Context: an optimization exercise on an open-source flow, tuned for small area, a short achievable clock period and few clock cycles per item. The choices shown serve that exercise and are no tape-out recipe. Function was checked by simulation only, so behaviour that the tests miss may differ from the original.

==> flow/design.v (excerpt) <==
module Final(
    rst_n,
    clk,
    in_valid,
    weight_valid,
    I,
    W,
    out_valid,
    OUT
);
    input rst_n;
    input clk;
    input in_valid;
    input weight_valid;
    input [127:0] I;
    input [127:0] W;
    output reg out_valid;
    output [12:0] OUT;
  reg          wz;
  reg  [127:0] weight;
  wire [127:0] wn = weight_valid ? W : weight;
  always @(posedge clk or negedge rst_n)
    if (~rst_n)            wz <= 1'b1;
    else if (weight_valid) wz <= 1'b0;
  always @(posedge clk)
    weight <= wn;
  always @(posedge clk or negedge rst_n)
    if (~rst_n) out_valid <= 1'b0;
    else        out_valid <= in_valid;
  wire [511:0] pp;
  reg [61:0] cs;
  wire s0;
  wire c1;
  wire s2;
  wire c3;
  wire s4;
  wire c5;
  wire s6;
  wire c7;
  wire s8;
  wire c9;
  wire s10;
  wire c11;
  wire s12;
  wire c13;
  wire s14;
  wire c15;
  wire s16;
  wire c17;
  wire s18;
  wire c19;
  wire s20;
  wire c21;
  wire s22;
  wire c23;
  wire s24;
  wire c25;
  wire s26;
  ...
Size in the first run: roughly 1400 cells after synthesis, about 190 flip-flops, about 270 I/O pins, about 18000 µm² of cells after synthesis.
Settings: LEC_CHECK=0, CAP_MARGIN=20, CORE_MARGIN=2, CORE_UTILIZATION=40, SETUP_SLACK_MARGIN=4, SLEW_MARGIN=20, SYNTH_HIERARCHICAL=1; clock period 10.0 ns.
standard.sh (not shown) runs the stock make flow with config.mk's settings and CLKGATE_MAP_FILE= SYNTH_SCRIPT=/design/flow/synth_recipe.tcl, a recipe that flattens the netlist after the stock synthesis.
==> flow/flow/run.sh <==
#!/bin/bash
# Own layout flow: the standard flow (standard.sh, unchanged synthesis and
# steps) with
#  - port buffers made from the small sky130_fd_sc_hd__buf_1 instead of the
#    default delay buffer;
#  - clock tree synthesis without dummy loads and with smaller clock buffers.
# The make output goes to standard_flow.log here; ORFS keeps each step's log
# under orfs/logs.
set -euo pipefail
export BUFFER_PORTS_ARGS="-buffer_cell sky130_fd_sc_hd__buf_1"
export CTS_ARGS="-sink_clustering_enable -sink_buffer_max_cap_derate 0.8 -repair_clock_nets -dont_use_dummy_load -buf_list {sky130_fd_sc_hd__clkbuf_4 sky130_fd_sc_hd__clkbuf_8} -root_buf sky130_fd_sc_hd__clkbuf_8"
bash standard.sh > standard_flow.log 2>&1
The first run completed without violations.
Testbench counts at the start, summed over its fixed seeds: cycles 3,200, items 3,200.
Rerun with:
--- a/flow/flow/run.sh
+++ b/flow/flow/run.sh
@@ -10,3 +10,3 @@
 export BUFFER_PORTS_ARGS="-buffer_cell sky130_fd_sc_hd__buf_1"
-export CTS_ARGS="-sink_clustering_enable -sink_buffer_max_cap_derate 0.8 -repair_clock_nets -dont_use_dummy_load -buf_list {sky130_fd_sc_hd__clkbuf_4 sky130_fd_sc_hd__clkbuf_8} -root_buf sky130_fd_sc_hd__clkbuf_8"
+export CTS_ARGS="-sink_clustering_enable -repair_clock_nets -dont_use_dummy_load -buf_list {sky130_fd_sc_hd__clkbuf_4 sky130_fd_sc_hd__clkbuf_8} -root_buf sky130_fd_sc_hd__clkbuf_8"
 bash standard.sh > standard_flow.log 2>&1
Hold slack stays the same.
Die area is unchanged.
Via count does not change.
Routed wire length stays the same.
Worst setup slack is unchanged.
Cell area stays the same.
Utilization is unchanged.
Fmax is unchanged.
Clock skew does not change.
Rerun with:
--- a/flow/flow/run.sh
+++ b/flow/flow/run.sh
@@ -10,3 +10,3 @@
 export BUFFER_PORTS_ARGS="-buffer_cell sky130_fd_sc_hd__buf_1"
-export CTS_ARGS="-sink_clustering_enable -repair_clock_nets -dont_use_dummy_load -buf_list {sky130_fd_sc_hd__clkbuf_4 sky130_fd_sc_hd__clkbuf_8} -root_buf sky130_fd_sc_hd__clkbuf_8"
+export CTS_ARGS="-sink_clustering_enable -sink_clustering_size 10 -sink_clustering_max_diameter 40 -repair_clock_nets -dont_use_dummy_load -buf_list {sky130_fd_sc_hd__clkbuf_4 sky130_fd_sc_hd__clkbuf_8} -root_buf sky130_fd_sc_hd__clkbuf_8"
 bash standard.sh > standard_flow.log 2>&1
Result: The changed run completed without violations; synthesized cell count is unchanged; flip-flop and latch count is unchanged; synthesized area is unchanged; die area stays the same.

---

Another version of the RTL of Final (not shown whole).
For scale: ~1,400 cells after synthesis, ~190 flip-flops, about 270 I/O pins, ~0.019 mm^2 of cells after synthesis.
export LEC_CHECK = 0
export CAP_MARGIN = 20
export CORE_MARGIN = 2
export CORE_UTILIZATION = 40
export SETUP_SLACK_MARGIN = 4
export SLEW_MARGIN = 20
export SYNTH_HIERARCHICAL = 1
create_clock -name core_clock -period 10.0 [get_ports {clk}]
==> flow/flow/run.sh <==
#!/bin/bash
# Own layout flow: the standard flow (standard.sh, unchanged synthesis and
# steps) with
#  - port buffers made from the small sky130_fd_sc_hd__buf_1 instead of the
#    default delay buffer;
#  - clock tree synthesis without dummy loads and with smaller clock buffers.
# The make output goes to standard_flow.log here; ORFS keeps each step's log
# under orfs/logs.
set -euo pipefail
export BUFFER_PORTS_ARGS="-buffer_cell sky130_fd_sc_hd__buf_1"
export CTS_ARGS="-sink_clustering_enable -repair_clock_nets -dont_use_dummy_load -buf_list {sky130_fd_sc_hd__clkbuf_4 sky130_fd_sc_hd__clkbuf_8} -root_buf sky130_fd_sc_hd__clkbuf_8"
bash standard.sh > standard_flow.log 2>&1
Testbench counts at the start, summed over its fixed seeds: cycles 3,200, items 3,200.
Change:
--- a/flow/flow/run.sh
+++ b/flow/flow/run.sh
@@ -11 +11 @@
-export CTS_ARGS="-sink_clustering_enable -repair_clock_nets -dont_use_dummy_load -buf_list {sky130_fd_sc_hd__clkbuf_4 sky130_fd_sc_hd__clkbuf_8} -root_buf sky130_fd_sc_hd__clkbuf_8"
+export CTS_ARGS="-sink_clustering_enable -repair_clock_nets -dont_use_dummy_load -buf_list {sky130_fd_sc_hd__clkbuf_8 sky130_fd_sc_hd__clkbuf_16} -root_buf sky130_fd_sc_hd__clkbuf_16"
Via count is higher by 1.4%.
Clock-buffer cell count does not change.
Routed wire length is higher by 1.9%.
Core utilization is higher by 0.75 points.
Change:
==> flow/flow/run.sh (replaced) <==
#!/bin/bash
# Own layout flow: the standard flow (standard.sh, unchanged synthesis and
# steps) with the port buffers made from the small sky130_fd_sc_hd__buf_1
# instead of the default delay buffer. Each tool's output goes to a log here.
set -euo pipefail
export BUFFER_PORTS_ARGS="-buffer_cell sky130_fd_sc_hd__buf_1"
bash standard.sh > standard_flow.log 2>&1
Settings changed: SETUP_SLACK_MARGIN 4 to 4.5.
Effect:
- clock-buffer cell count is unchanged
- via count decreases by 0.76%
- worst setup slack gets better by 0.13 ns
- global-route usage rises by 2.5 points
- cell area went up by 8.7%
- die area is unchanged
- cell count rises by 1.3%
Change:
==> flow/run.sh (new file) <==
#!/bin/bash
# synth_recipe.tcl (not shown) runs the flow's synth.tcl, then flattens the netlist and writes it again
# the make line also repeats each setting of config.mk as NAME=value (left out here)
make -C /OpenROAD-flow-scripts/flow DESIGN_CONFIG=/design/flow/config.mk WORK_HOME=/design/flow/orfs CLKGATE_MAP_FILE= SYNTH_SCRIPT=/design/flow/synth_recipe.tcl finish
Settings changed: SETUP_SLACK_MARGIN 4.5 to 5.
removed: flow/flow/run.sh
removed: flow/standard.sh
Effect: The new run completed with no timing, DRC or antenna violations. Routed wire length grows slightly. Die area stays the same. Final cell count rises slightly.

port drivers added, routing unchanged:
The results above use ideal ports. As a check the final layouts listed here were re-extracted and re-timed, cells and wires unchanged.
Step 1 sets driving cells, clkbuf_16 on the clock port and buf_2 on the other inputs (assumed; they add their load-dependent delay and slew).
Step 2 adds t to the input delays and takes it off the output delays; t is the mean of the earliest and latest rising clock arrival at the registers after step 1. Input paths then give back, and output paths get back, about the clock's delay inside the block.
a / b / c = ideal / step 1 / step 2; a / b = the first two.
run	t, ns	setup WS [ns]	worst data-port slew with drivers (ns)
the first run of note 1	0.625	4.051 / 3.909 / 3.284	0.23
the second run of note 1	0.625	4.051 / 3.909 / 3.284	0.23
the third run of note 1	0.625	4.051 / 3.909 / 3.284	0.23
the first run of note 2	0.574	4.044 / 3.918 / 3.344	0.17
the second run of note 2	0.516	4.036 / 3.843 / 3.327	0.24
the third run of note 2	0.565	4.170 / 4.040 / 3.475	0.21
the fourth run of note 2	0.534	4.214 / 3.931 / 3.396	0.40
After both steps every run listed still meets setup and hold. The setup slack of the fourth run of note 2, which loses most, moves by -0.283 ns with the drivers and by -0.818 ns with both steps.
